From an optimization exercise on the open Yosys and OpenROAD flow, aimed at small area, a short achievable clock period and few clock cycles; shortcuts taken in it are not production practice. Only simulation tests tie the RTL to the original design; equivalence was not proved. Power figures rest on the tool's default switching activity, not on a simulated workload.

==> flow/design.v <==
module mest_pro_ctrlr(
    input  clk,
    input  i_reset_n,
    input  i_start,
    input  i_redirect,
    input  i_halt,
    output o_start,
    output reg o_run,
    output reg o_issue,
    output reg o_all_done
);
reg  halted;
wire start = i_start & ~o_run & ~halted & ~o_all_done;
assign o_start = start;
always @(posedge clk or negedge i_reset_n)
begin
    if (~i_reset_n) begin
        o_run      <= 1'b0;
        o_issue    <= 1'b0;
        halted     <= 1'b0;
        o_all_done <= 1'b0;
    end else begin
        o_run      <= start | (o_run & ~i_halt);
        o_issue    <= start | (o_run & ~i_halt & ~i_redirect);
        halted     <= i_halt;
        o_all_done <= halted;
    end
end
endmodule
module mest_pro_fetch(
    input  clk,
    input  i_reset_n,
    input  i_run,
    input  i_start,
    input  i_halt,
    input  i_jmp,
    input  i_ret,
    input  [7:0] i_const_K,
    output [15:0] o_prog_counter
);
reg [15:0] pc;
reg [15:0] ret_pc;
wire [15:0] pc_inc = pc + 16'd1;
always @(posedge clk or negedge i_reset_n)
begin
    if (~i_reset_n) begin
        pc     <= 16'd0;
        ret_pc <= 16'd0;
    end else begin
        if (i_jmp)
            ret_pc <= pc;
        if (~i_run)
            pc <= {15'd0, i_start};
        else if (i_jmp)
            pc <= {8'd0, i_const_K};
        else if (i_ret)
            pc <= ret_pc;
        else if (i_halt)
            pc <= 16'd0;
        else
            pc <= pc_inc;
    end
end
assign o_prog_counter = pc;
endmodule
module mest_pro_decode(
    input  clk,
    input  i_reset_n,
    input  i_issue,
    input  [27:0] i_instr,
    output reg o_valid,
    output reg o_mul,
    output reg o_s0,
    output reg o_s1,
    output reg o_b8,
    output reg o_cin,
    output reg [7:0] o_a,
    output reg [7:0] o_b
);
wire [3:0] op = i_instr[27:24];
wire [7:0] a  = i_instr[15:8];
wire [7:0] b  = i_instr[7:0];
reg [7:0] x, y;
reg       y8;
always @(*)
begin
    x  = 8'd0;
    y  = 8'd0;
    y8 = 1'b0;
    case (op)
    4'd0: begin x = a;        y = b;  end
    4'd1: begin x = a;        y = ~b; y8 = 1'b1; end
    4'd2: begin x = a;        y = b;  end
    4'd3: x = a & b;
    4'd4: x = a | b;
    4'd5: x = {1'b0, a[7:1]};
    4'd6: begin x = {a[6:0], 1'b0}; y8 = a[7]; end
    4'd7: begin x = ~a;       y8 = 1'b1; end
    default: ;
    endcase
end
always @(posedge clk or negedge i_reset_n)
begin
    if (~i_reset_n)
        o_valid <= 1'b0;
    else
        o_valid <= i_issue;
end
always @(posedge clk)
begin
    o_mul <= (op == 4'd2);
    o_s0  <= (op == 4'd2) ? b[0] : 1'b1;
    o_s1  <= (op == 4'd2) & b[1];
    o_b8  <= y8;
    o_cin <= (op == 4'd1);
    o_a   <= x;
    o_b   <= y;
end
endmodule
module mest_pro_exec(
    input  clk,
    input  i_reset_n,
    input  i_valid,
    input  i_mul,    
    input  i_s0,     
    input  i_s1,     
    input  i_b8,
    input  i_cin,
    input  [7:0] i_a,
    input  [7:0] i_b,
    output reg o_valid_result,
    output reg [7:0] o_result,
    output reg o_carry,
    output reg o_zero_flag
);
wire p_1 = (i_a[6] & i_s0) ^ ((i_a[5] & i_s1) | (i_b[6] & ~i_mul));
wire p_2 = (i_a[6] & i_s0) & ((i_a[5] & i_s1) | (i_b[6] & ~i_mul));
wire p_3 = (i_a[7] & i_s0) ^ ((i_a[6] & i_s1) | (i_b[7] & ~i_mul)) ^ (i_a[5] & i_b[2] & i_mul);
wire p_4 = ((i_a[7] & i_s0) & ((i_a[6] & i_s1) | (i_b[7] & ~i_mul))) | ((i_a[5] & i_b[2] & i_mul) & ((i_a[7] & i_s0) ^ ((i_a[6] & i_s1) | (i_b[7] & ~i_mul))));
wire p_5 = (i_a[4] & i_b[3] & i_mul) ^ (i_a[3] & i_b[4] & i_mul);
wire p_6 = (i_a[4] & i_b[3] & i_mul) & (i_a[3] & i_b[4] & i_mul);
wire p_7 = ((i_a[7] & i_s1) | i_b8) ^ (i_a[6] & i_b[2] & i_mul) ^ (i_a[5] & i_b[3] & i_mul);
wire p_8 = (i_a[4] & i_b[4] & i_mul) ^ (i_a[3] & i_b[5] & i_mul);
wire p_9 = (i_a[4] & i_s0) ^ ((i_a[3] & i_s1) | (i_b[4] & ~i_mul));
wire p_10 = (i_a[4] & i_s0) & ((i_a[3] & i_s1) | (i_b[4] & ~i_mul));
wire p_11 = (i_a[5] & i_s0) ^ ((i_a[4] & i_s1) | (i_b[5] & ~i_mul)) ^ (i_a[3] & i_b[2] & i_mul);
wire p_12 = ((i_a[5] & i_s0) & ((i_a[4] & i_s1) | (i_b[5] & ~i_mul))) | ((i_a[3] & i_b[2] & i_mul) & ((i_a[5] & i_s0) ^ ((i_a[4] & i_s1) | (i_b[5] & ~i_mul))));
wire p_13 = (i_a[2] & i_b[3] & i_mul) ^ (i_a[1] & i_b[4] & i_mul);
wire p_14 = (i_a[2] & i_b[3] & i_mul) & (i_a[1] & i_b[4] & i_mul);
wire p_15 = (i_a[4] & i_b[2] & i_mul) ^ (i_a[3] & i_b[3] & i_mul) ^ (i_a[2] & i_b[4] & i_mul);
wire p_16 = ((i_a[4] & i_b[2] & i_mul) & (i_a[3] & i_b[3] & i_mul)) | ((i_a[2] & i_b[4] & i_mul) & ((i_a[4] & i_b[2] & i_mul) ^ (i_a[3] & i_b[3] & i_mul)));
wire p_17 = (i_a[1] & i_b[5] & i_mul) ^ (i_a[0] & i_b[6] & i_mul) ^ p_1;
wire p_18 = ((i_a[1] & i_b[5] & i_mul) & (i_a[0] & i_b[6] & i_mul)) | (p_1 & ((i_a[1] & i_b[5] & i_mul) ^ (i_a[0] & i_b[6] & i_mul)));
wire p_19 = (i_a[2] & i_b[5] & i_mul) ^ (i_a[1] & i_b[6] & i_mul) ^ (i_a[0] & i_b[7] & i_mul);
wire p_20 = ((i_a[2] & i_b[5] & i_mul) & (i_a[1] & i_b[6] & i_mul)) | ((i_a[0] & i_b[7] & i_mul) & ((i_a[2] & i_b[5] & i_mul) ^ (i_a[1] & i_b[6] & i_mul)));
wire p_21 = p_3 ^ p_5 ^ p_2;
wire p_22 = (p_3 & p_5) | (p_2 & (p_3 ^ p_5));
wire p_23 = (i_a[2] & i_b[6] & i_mul) ^ (i_a[1] & i_b[7] & i_mul) ^ p_7;
wire p_24 = p_8 ^ p_4 ^ p_6;
wire p_25 = (i_a[3] & i_s0) ^ ((i_a[2] & i_s1) | (i_b[3] & ~i_mul));
wire p_26 = (i_a[3] & i_s0) & ((i_a[2] & i_s1) | (i_b[3] & ~i_mul));
wire p_27 = (i_a[2] & i_b[2] & i_mul) ^ (i_a[1] & i_b[3] & i_mul) ^ (i_a[0] & i_b[4] & i_mul);
wire p_28 = ((i_a[2] & i_b[2] & i_mul) & (i_a[1] & i_b[3] & i_mul)) | ((i_a[0] & i_b[4] & i_mul) & ((i_a[2] & i_b[2] & i_mul) ^ (i_a[1] & i_b[3] & i_mul)));
wire p_29 = (i_a[0] & i_b[5] & i_mul) ^ p_11 ^ p_13;
wire p_30 = ((i_a[0] & i_b[5] & i_mul) & p_11) | (p_13 & ((i_a[0] & i_b[5] & i_mul) ^ p_11));
wire p_31 = p_15 ^ p_17 ^ p_12;
wire p_32 = (p_15 & p_17) | (p_12 & (p_15 ^ p_17));
wire p_33 = p_19 ^ p_21 ^ p_16;
wire p_34 = (p_19 & p_21) | (p_16 & (p_19 ^ p_21));
wire p_35 = p_23 ^ p_24 ^ p_20;
reg [25:0] q;
reg v1;
always @(posedge clk)
begin
    q[0] <= (i_a[0] & i_s0);
    q[1] <= (i_b[0] & ~i_mul);
    q[2] <= i_cin;
    q[3] <= (i_a[1] & i_s0);
    q[4] <= ((i_a[0] & i_s1) | (i_b[1] & ~i_mul));
    q[5] <= (i_a[2] & i_s0);
    q[6] <= ((i_a[1] & i_s1) | (i_b[2] & ~i_mul));
    q[7] <= (i_a[0] & i_b[2] & i_mul);
    q[8] <= (i_a[1] & i_b[2] & i_mul);
    q[9] <= (i_a[0] & i_b[3] & i_mul);
    q[10] <= p_25;
    q[11] <= p_9;
    q[12] <= p_27;
    q[13] <= p_26;
    q[14] <= p_10;
    q[15] <= p_29;
    q[16] <= p_28;
    q[17] <= p_14;
    q[18] <= p_31;
    q[19] <= p_30;
    q[20] <= p_18;
    q[21] <= p_33;
    q[22] <= p_32;
    q[23] <= p_22;
    q[24] <= p_35;
    q[25] <= p_34;
end
wire [8:0] fx, fy;
wire s_1 = q[0] ^ q[1];
wire s_2 = q[0] & q[1];
wire s_3 = q[3] ^ q[4];
wire s_4 = q[3] & q[4];
wire s_5 = q[5] ^ q[6] ^ q[7];
wire s_6 = (q[5] & q[6]) | (q[7] & (q[5] ^ q[6]));
wire s_7 = q[8] ^ q[9] ^ q[10];
wire s_8 = (q[8] & q[9]) | (q[10] & (q[8] ^ q[9]));
wire s_9 = q[11] ^ q[12] ^ q[13];
wire s_10 = (q[11] & q[12]) | (q[13] & (q[11] ^ q[12]));
wire s_11 = q[14] ^ q[15] ^ q[16];
wire s_12 = (q[14] & q[15]) | (q[16] & (q[14] ^ q[15]));
wire s_13 = q[17] ^ q[18] ^ q[19];
wire s_14 = (q[17] & q[18]) | (q[19] & (q[17] ^ q[18]));
wire s_15 = q[20] ^ q[21] ^ q[22];
wire s_16 = (q[20] & q[21]) | (q[22] & (q[20] ^ q[21]));
wire s_17 = q[23] ^ q[24] ^ q[25];
assign fx[0] = q[2];
assign fx[1] = s_3;
assign fx[2] = s_5;
assign fx[3] = s_7;
assign fx[4] = s_9;
assign fx[5] = s_11;
assign fx[6] = s_13;
assign fx[7] = s_15;
assign fx[8] = s_17;
assign fy[0] = s_1;
assign fy[1] = s_2;
assign fy[2] = s_4;
assign fy[3] = s_6;
assign fy[4] = s_8;
assign fy[5] = s_10;
assign fy[6] = s_12;
assign fy[7] = s_14;
assign fy[8] = s_16;
wire [8:0] r = fx + fy;
wire       zero = ((fx ^ fy) == {fx[7:0] | fy[7:0], 1'b0});
always @(posedge clk or negedge i_reset_n)
begin
    if (~i_reset_n) begin
        v1             <= 1'b0;
        o_valid_result <= 1'b0;
    end else begin
        v1             <= i_valid;
        o_valid_result <= v1;
    end
end
always @(posedge clk)
begin
    o_result    <= r[7:0];
    o_carry     <= r[8];
    o_zero_flag <= zero;
end
endmodule
module mest_pro#(
    parameter OP_CODE_SIZE     = 4,
    parameter INSTRUCTION_SIZE = OP_CODE_SIZE + 8 + 8 + 8,
    parameter ROM_DEPTH = 65536
)(
    input clk,
    input i_reset_n,
    input i_start,
    output [$clog2(ROM_DEPTH)-1  :0] o_prog_counter,
    input [INSTRUCTION_SIZE-1    :0] i_instruction,
    output [8-1 :0] o_result,
    output o_valid_result,
    output o_carry,
    output o_zero_flag,
    output o_all_done
);
wire       issue;       
wire       run;         
wire       start;
wire [3:0] op   = i_instruction[27:24];
wire       is_jmp  = issue & (op == 4'd8);
wire       is_ret  = issue & (op == 4'd9);
wire       is_halt = issue & (op == 4'd15);
wire       x_mul, x_s0, x_s1, x_b8, x_cin;
wire [7:0] x_a, x_b;
wire       x_valid;
mest_pro_ctrlr u_ctrlr(
    .clk        (clk),
    .i_reset_n  (i_reset_n),
    .i_start    (i_start),
    .i_redirect (is_jmp | is_ret),
    .i_halt     (is_halt),
    .o_start    (start),
    .o_run      (run),
    .o_issue    (issue),
    .o_all_done (o_all_done)
);
mest_pro_fetch u_fetch(
    .clk            (clk),
    .i_reset_n      (i_reset_n),
    .i_run          (run),
    .i_start        (start),
    .i_halt         (is_halt),
    .i_jmp          (is_jmp),
    .i_ret          (is_ret),
    .i_const_K      (i_instruction[23:16]),
    .o_prog_counter (o_prog_counter)
);
mest_pro_decode u_decode(
    .clk        (clk),
    .i_reset_n  (i_reset_n),
    .i_issue    (issue),
    .i_instr    (i_instruction),
    .o_valid    (x_valid),
    .o_mul      (x_mul),
    .o_s0       (x_s0),
    .o_s1       (x_s1),
    .o_b8       (x_b8),
    .o_cin      (x_cin),
    .o_a        (x_a),
    .o_b        (x_b)
);
mest_pro_exec u_exec(
    .clk            (clk),
    .i_reset_n      (i_reset_n),
    .i_valid        (x_valid),
    .i_mul          (x_mul),
    .i_s0           (x_s0),
    .i_s1           (x_s1),
    .i_b8           (x_b8),
    .i_cin          (x_cin),
    .i_a            (x_a),
    .i_b            (x_b),
    .o_valid_result (o_valid_result),
    .o_result       (o_result),
    .o_carry        (o_carry),
    .o_zero_flag    (o_zero_flag)
);
endmodule
==> flow/flow/run.sh <==
#!/bin/bash
# Layout: the standard synthesis, then the standard ORFS steps with plain
# buffers (not delay cells) on the ports and free resizing.
set -euo pipefail
bash standard.sh synth > synth.log 2>&1
bash standard.sh BUFFER_PORTS_ARGS="-buffer_cell sky130_fd_sc_hd__buf_1" MATCH_CELL_FOOTPRINT=0 finish > layout.log 2>&1
==> flow/standard.sh <==
#!/bin/bash
# synth_recipe.tcl (not shown) runs the flow's synth.tcl, then flattens the netlist and writes it again
# the make line also repeats each setting of config.mk as NAME=value (left out here)
make -C /OpenROAD-flow-scripts/flow DESIGN_CONFIG=/design/flow/config.mk WORK_HOME=/design/flow/orfs CLKGATE_MAP_FILE= SYNTH_SCRIPT=/design/flow/synth_recipe.tcl "${@:-finish}"
==> flow/config.mk <==
export PLATFORM = sky130hd
export DESIGN_NAME = mest_pro
export DESIGN_NICKNAME = mest_pro
export VERILOG_FILES = /design/flow/design.v
export SDC_FILE = /design/flow/constraint.sdc
export NUM_CORES = 4
export LEC_CHECK = 0
export ABC_AREA = 1
export CAP_MARGIN = 20
export CORE_MARGIN = 2
export CORE_UTILIZATION = 60
export CTS_BUF_LIST = sky130_fd_sc_hd__clkbuf_8
export SETUP_SLACK_MARGIN = 2.9
export SLEW_MARGIN = 20
==> flow/constraint.sdc <==
create_clock -name core_clock -period 5.0 [get_ports {clk}]
set_input_delay 1.0000 -clock core_clock [delete_from_list [all_inputs] [get_ports {clk}]]
set_output_delay 1.0000 -clock core_clock [all_outputs]
set_load 0.01 [all_outputs]
==> results of run 1 <==
==> layout make-up <==
class	instances	share of cell area, %
multi-input combinational	401	45.0
sequential	96	38.0
inverter	90	6.13
timing repair buffer	63	4.63
tap	105	2.35
clock buffer	9	2.22
clock inverter	7	1.68
==> sequential cells by signal (all words and copies together) (netlist names), 8 cells and up <==
register / cells
u_exec.q: 26
u_fetch.pc: 16
u_fetch.ret_pc: 16
u_decode.o_a: 8
u_decode.o_b: 8
u_exec.o_result: 8
==> cell usage in the layout, fill, tap and decap left out, types with 4 or more instances in the layout <==
cell       synthesis  layout
nand2_1          145     145
inv_1             85      85
buf_1              0      55
dfxtp_1           57      53
nor2_1            45      45
dfrtp_1           39      38
nand3_1           32      31
o21ai_0           30      30
ha_1              24      23
a21oi_1           20      18
fa_1              17      17
o21ai_2           14      14
o211ai_1          10      10
xnor2_1            9       9
clkbuf_8           0       9
xor2_1             6       6
o2111ai_1          5       5
nand2_2            7       5
o22ai_1            6       5
buf_4              0       5
inv_2              5       4
nor2_2             5       4
o2bb2ai_1          4       4
==> power groups by stage <==
stage | Combinational (W) | Clock, W | Sequential [W]
2_1_floorplan | 0.000240 | 0 | 0.000939
3_3_place_gp | 0.000340 | 0 | 0.000945
3_5_place_dp | 0.000352 | 0 | 0.000945
4_1_cts | 0.000358 | 0.000560 | 0.000928
5_1_grt | 0.000423 | 0.000586 | 0.000943
6_report | 0.000368 | 0.000549 | 0.000929
==> synthesized netlist by cell type, types with 4 or more instances <==
| cell | number | share of area [%] |
|---|---|---|
| nand2_1 | 145 | 11 |
| inv_1 | 85 | 6.4 |
| dfxtp_1 | 57 | 23 |
| nor2_1 | 45 | 3.4 |
| dfrtp_1 | 39 | 20 |
| nand3_1 | 32 | 3.2 |
| o21ai_0 | 30 | 3.0 |
| ha_1 | 24 | 6.0 |
| a21oi_1 | 20 | 2.0 |
| fa_1 | 17 | 6.8 |
| o21ai_2 | 14 | 2.5 |
| o211ai_1 | 10 | 1.5 |
| xnor2_1 | 9 | 1.6 |
| nand2_2 | 7 | 0.88 |
| o22ai_1 | 6 | 0.76 |
| xor2_1 | 6 | 1.1 |
| inv_2 | 5 | 0.38 |
| nor2_2 | 5 | 0.63 |
| o2111ai_1 | 5 | 0.88 |
| buf_6 | 4 | 0.91 |
| clkbuf_1 | 4 | 0.30 |
| o2bb2ai_1 | 4 | 0.71 |
==> logic make-up after synthesis <==
logic type / after synthesis
buffers and inverters: 101
DFF: 96
adders and majority gates: 41
AOI/OAI and AO/OA: 99
xor gates and xnor gates: 15
and+or+nand+nor: 245
==> worst register-to-register path, stage by stage (launching register included) <==
cell,delay [ps]
dfxtp_4,380
inv_4,30
a22o_1,210
fa_1,490
fa_1,520
fa_1,410
==> layer usage <==
metal	GRT usage, %	vias to the layer above	wire, um
met5	0	-	0
met4	11.2	0	224
met3	3.51	19	435
met2	37.5	99	4830
met1	32.3	1868	4810
li1	-	2037	-
==> worst paths after layout <==
kind / cells past startpoint / slack, ps / end / startpoint
worst max-delay path: 5 / 2840 / u_exec.q[21] / u_decode.o_mul
worst min-delay path: 0 / 360 / u_exec.v1 / u_decode.o_valid
worst max register to register: 5 / 2840 / u_exec.q[21] / u_decode.o_mul
worst min register to register: 0 / 360 / u_exec.v1 / u_decode.o_valid
max in group asynchronous: 1 / 3700 / u_fetch.pc[8] / i_reset_n
min in group asynchronous: 1 / 720 / u_fetch.ret_pc[13] / i_reset_n
==> stage by stage <==
step / instance area, um^2 / hold WS (ps) / cells / setup WS (ps)
floorplan: 4980 / 310 / 597 / 2830
finish: 5590 / 363 / 771 / 2840
detailed placement: 5250 / 339 / 749 / 2150
CTS: 5500 / 354 / 767 / 2840
global placement: 5250 / 333 / 749 / 2240
global route: 5590 / 364 / 771 / 2790
==> repair_timing <==
action | CTS | global route
cloned | 0 | 1
setup buffers | 2 | 3
pin swaps | 1 | 3
gates resized for setup | 5 | 16
endpoints found under the setup margin | 23 | 28
==> flow_metrics.tcl, run 1 <==
set metrics [dict create \
    synthMuxAreaShare_pct 0 \
    n_fill_cell 678 \
    status "complete, no violations" \
    core_area_mm2 0.00813 \
    clkPwrFrac_pct 29.7 \
    path_max_fanout 3 \
    tns_ps 0 \
    multi_input_comb_area_mm2 0.00251 \
    die_area_mm2 0.00903 \
    clock-sinks 96 \
    fin_nets 733 \
    clock_skew_ps 20.1 \
    cts_tree "built" \
    ys_types 36 \
    die_w_um 95 \
    rows 33 \
    place_hpwl_um 7490 \
    yosysWarnings 4 \
    worst_pin_slew_ps 837 \
    drive_gt1_share_pct 11.0 \
    synthCells 597 \
    cts.path.max_buffers 2 \
    viasPerCell 5.22 \
    final_hold_viol_count 0 \
    ios 59 \
    slew_headroom_pct 44.2 \
    cellLeakagePower_nw 2.58 \
    fmax_mhz 464 \
    synth-adder-area-share_pct 12.9 \
    synth_enable_flop_cells 0 \
    cts_hold_buf 0 \
    initialDrtViolationCount 171 \
    slowest_stage "fa_1" \
    clockRootBuffer "clkbuf_8" \
    first_pass_iters 4 \
    netlist_area_mm2 0.00497 \
    grt_max_degree 40 \
    report.final.slew_viol_count 0 \
    synth_top_family_by_area "simple AND/OR/NAND/NOR gates" \
    fin_crit_sh_pct 43.1 \
    grt_antenna_before_repair 0 \
    seq_area_mm2 0.00213 \
    grt_overflow 0 \
    async_flop_share_pct 40.6 \
    fin_util_pct 68.7 \
    area_growth_syn_to_layout_pct 12.5 \
    yosysSeqAreaShare_pct 42.6 \
    p_total_w 0.00185 \
    clkLatencyLatePin_ps 370 \
    drv_cap 0 \
    cpMostUsedCell "fa_1" \
    path_clk_slew_ps 90 \
    path_cells "inv_4 -> a22o_1 -> fa_1 -> fa_1 -> fa_1" \
    cts_max_level 3 \
    synth_nets 669 \
    cp_num_buf_inv 1 \
    critPathArrivalTime_ps 2390 \
    synth_xor_area_share_pct 2.64 \
    finalSetupViolations 0 \
    critical-path-max-stage-delay_ps 510 \
    cpLargestDelayFamily "adder cells" \
    initial_core_util_pct 61.1 \
    intPower_w 0.00128 \
    n_antenna_cell 0 \
    synth-simple-area-share_pct 20.7 \
    end_kind "flip-flop" \
    netSwitchingPower_w 0.000569 \
    p_sw_share_pct 30.8 \
    synth-main-ff-cell "dfxtp_1" \
    path_class "flip-flop to flip-flop" \
    wl_per_cell_um 13.4 \
    grt_pass1_vias 3738 \
    min_period_ps 2160 \
    cts_made_buffers 9 \
    grt_use_total_pct 23.8 \
    fp.dieH_um 95 \
    p_seq_share_pct 50.3 \
    drtAntennaViolNets 0 \
    holdCritPathClass "flip-flop to flip-flop" \
    cp.required_ps 5240 \
    grt_pass1_wl_um 16800 \
    combPwrFrac_pct 19.9 \
    synth-seq-cells 96 \
    io_buffer_count 58 \
    wirelength_um 10300 \
    ir_drop_uv 226 \
    setup.worst_path.start_class "flip-flop" \
    p_per_area_mw_per_mm2 330 \
    vias 4023 \
    postSynthAreaPerCell_um2 8.32 \
    grt_setup_unrepaired "true" \
    routabilityCongestion 0.901 \
    drc 0 \
    synth_compound_area_share_pct 12.9 \
]
Testbench counts, summed over its fixed seeds: cycles 7,274.
==> run 2, diff against run 1 <==
--- a/flow/config.mk
+++ b/flow/config.mk
@@ -6,5 +6,4 @@
 export NUM_CORES = 4
 export LEC_CHECK = 0
-export ABC_AREA = 1
 export CAP_MARGIN = 20
 export CORE_MARGIN = 2
==> run 2 against run 1 <==
Against the previous run:
- flip-flop and latch count unchanged
- final cell count fell by 18%
- worst setup slack improved by 16 ps
- critical path type unchanged
- power up 1.9%
- largest cell class unchanged
==> flow_metrics.tcl, run 2 <==
set metrics [dict create \
    ys_types 44 \
    p_total_w 0.00188 \
    path_class "flip-flop to flip-flop" \
    setup_ws_ps 2860 \
    worst_pin_slew_ps 946 \
    regToRegEndpoint "u_exec.q[21]" \
    netSwitchingPower_w 0.000537 \
    postSynthAreaPerCell_um2 10.4 \
    end_kind "flip-flop" \
    clkPwrFrac_pct 31.0 \
    drtAntennaViolNets 0 \
    fin_crit_sh_pct 42.8 \
    synth_enable_flop_cells 0 \
    synth.area.top_cells "dfxtp_1 (23%), dfrtp_1 (20%), fa_1 (7.0%)" \
    final_cell_mix "buf_1 (54), dfxtp_1 (52), nand2_1 (38), dfrtp_1 (38), inv_1 (34)" \
    ir_drop_uv 270 \
    wl_per_cell_um 15.4 \
    fin_nets 600 \
    viasPerCell 5.54 \
    yosys.area.top_type_share_pct 23.4 \
    fmax_mhz 467 \
    cts.path.max_buffers 2 \
    regMostFlops "u_exec.q" \
    yosysMostFrequentCell "dfxtp_1" \
    reg2reg_from "u_decode.o_mul" \
    place_hpwl_um 6860 \
    cellLeakagePower_nw 2.45 \
    setup.worst_path.start_class "flip-flop" \
    yosysTopAreaCell "dfxtp_1" \
    initialDrtViolationCount 150 \
    area_growth_syn_to_layout_pct 15.3 \
    drive_gt1_share_pct 16.1 \
    r2r_slack_ps 2860 \
    rows 32 \
    clkLatencyLatePin_ps 350 \
    combPwrFrac_pct 18.4 \
    die_w_um 94.2 \
    p_sw_share_pct 28.5 \
    drv_cap 0 \
    grt_overflow 0 \
    p_seq_share_pct 50.6 \
    critPathArrivalTime_ps 2370 \
    die_area_mm2 0.00887 \
    status "complete, no violations" \
    vias 3520 \
    reg_top3 "u_exec.q x26, u_fetch.pc x16, u_fetch.ret_pc x16" \
    hold_end "u_exec.q[2]" \
    n_antenna_cell 0 \
    ios 59 \
    synthCells 468 \
    first_pass_iters 4 \
    grt_use_total_pct 24.1 \
    hold_path_depth 0 \
    p_per_area_mw_per_mm2 334 \
    whs_ps 331 \
    pre_cts_ws_ps 1800 \
    finalSetupViolations 0 \
    synth_nets 540 \
    r2r_cells 5 \
    synth-main-ff-cell "dfxtp_1" \
    clock_skew_ps 14.1 \
    clock-sinks 96 \
    largest_reg_flops 26 \
    async_flop_share_pct 40.6 \
    routabilityCongestion 0.858 \
    drc 0 \
    synth_common_cells "dfxtp_1 (57), dfrtp_1 (39), nand2_1 (39)" \
    holdCritPathClass "flip-flop to flip-flop" \
    path_clk_slew_ps 90 \
    cts_made_buffers 9 \
    yosysSeqAreaShare_pct 43.4 \
    final_hold_viol_count 0 \
    slew_headroom_pct 36.9 \
    fp.dieH_um 94.2 \
    tns_ps 0 \
    grt_setup_unrepaired "true" \
    cts_hold_buf 0 \
    grt_pass1_vias 3484 \
    grt_max_degree 40 \
    cp.required_ps 5230 \
    report.final.slew_viol_count 0 \
    cts_max_level 3 \
    wirelength_um 9790 \
    initial_core_util_pct 62.5 \
    grt_pass1_wl_um 16700 \
    io_buffer_count 58 \
    final_common_cell "buf_1" \
    path_max_fanout 4 \
    synth-seq-cells 96 \
    yosysWarnings 4 \
    netlist_area_mm2 0.00488 \
    core_area_mm2 0.00781 \
    cts_tree "built" \
    grt_antenna_before_repair 0 \
    hp-start "u_decode.o_cin" \
    min_period_ps 2140 \
    clockRootBuffer "clkbuf_8" \
    intPower_w 0.00134 \
]
==> run 2: power groups by stage <==
| stage | Combinational [W] | Sequential, W | Clock (W) |
|---|---|---|---|
| 2_1_floorplan | 0.000231 | 0.000944 | 0 |
| 3_3_place_gp | 0.000310 | 0.000961 | 0 |
| 3_5_place_dp | 0.000322 | 0.000965 | 0 |
| 4_1_cts | 0.000340 | 0.000949 | 0.000594 |
| 5_1_grt | 0.000391 | 0.000967 | 0.000628 |
| 6_report | 0.000346 | 0.000951 | 0.000584 |
==> run 2: cells by family (layout without fill, tap and decap cells) <==
kind of cell	after synthesis	after routing	synth area share (%)
compound gates	74	74	9.74
xor+xnor	38	38	7.10
fa+ha+maj	41	41	13.1
buf+inv	54	119	4.46
flops	96	96	43.4
mux	26	26	7.36
simple gates	139	139	14.8
==> run 2: final cells by class <==
| type | instances | area, um^2 |
|---|---|---|
| clock buffer | 9 | 124 |
| clock inverter | 7 | 114 |
| fill | 582 | 2180 |
| inverter | 35 | 134 |
| multi-input combinational | 318 | 2660 |
| sequential | 96 | 2130 |
| tap | 102 | 128 |
| timing repair buffer | 68 | 335 |
==> run 2: worst max-delay path by stage <==
stage                        end              start  cells past startpoint
3_3_place_gp       u_fetch.pc[5]  i_instruction[25]                      5
4_1_cts             u_exec.q[21]     u_decode.o_mul                      5
3_5_place_dp       u_fetch.pc[6]  i_instruction[25]                      5
2_1_floorplan  u_fetch.ret_pc[0]  i_instruction[24]                      4
5_1_grt             u_exec.q[21]     u_decode.o_mul                      5
6_report            u_exec.q[21]     u_decode.o_mul                      5
==> run 2: repair_timing <==
action	CTS	global route
pin swaps	11	13
setup buffers	8	0
setup endpoints to repair	61	37
gates resized for setup	25	19
==> run 2: routing by layer <==
layer | GRT usage (%) | part of all wire, % | up-vias
met5 | 0 | 0 | -
met4 | 8.57 | 2.2 | 0
met3 | 3.29 | 3.2 | 20
met2 | 39.0 | 47 | 84
met1 | 33.5 | 47 | 1694
li1 | - | - | 1722
==> run 2: critical path, stage by stage, from the launching register on <==
cell and delay [ps]:
dfxtp_4 360, buf_6 130, and3_4 150, fa_1 470
fa_1 510, fa_1 410
==> run 2: metrics by stage <==
stage | std cells | util (%) | instance area (um^2)
floorplan | 468 | - | 4930
global placement | 611 | 66.3 | 5170
detailed placement | 611 | 66.3 | 5170
CTS | 635 | 71.3 | 5570
global route | 635 | 72.1 | 5630
finish | 635 | 72.1 | 5630

==> afterwards: timing with drivers on the ports <==
The flow's constraints put no driver on any port. The routed layouts listed below were extracted and timed again, unchanged, in two steps. Step 1 (the two cells are an assumption about what drives the block):
set clk [get_ports {clk}]
set_driving_cell -lib_cell sky130_fd_sc_hd__clkbuf_16 $clk
set_driving_cell -lib_cell sky130_fd_sc_hd__buf_2 [delete_from_list [all_inputs] $clk]
Step 2, shift: input delay + t, output delay - t, t = (earliest + latest rising clock arrival at the registers) / 2. This alone moves slack from input paths to output paths. a / b / c = ideal ports / drivers / drivers and shift; a / b = the first two.
run	shift t [ns]	setup WS [ns]	worst setup path after step 2	worst slew at a driven data input, ns	cell pins on the clock port's net
run 1	0.387	2.845 / 2.845 / 2.603	input to register	0.03	1
run 2	0.377	2.860 / 2.860 / 2.635	input to register	0.03	1
After both steps setup and hold are still met in every run listed. For run 1, which loses most, drivers alone change the setup slack by 0.000 ns; drivers and shift together by -0.242 ns.
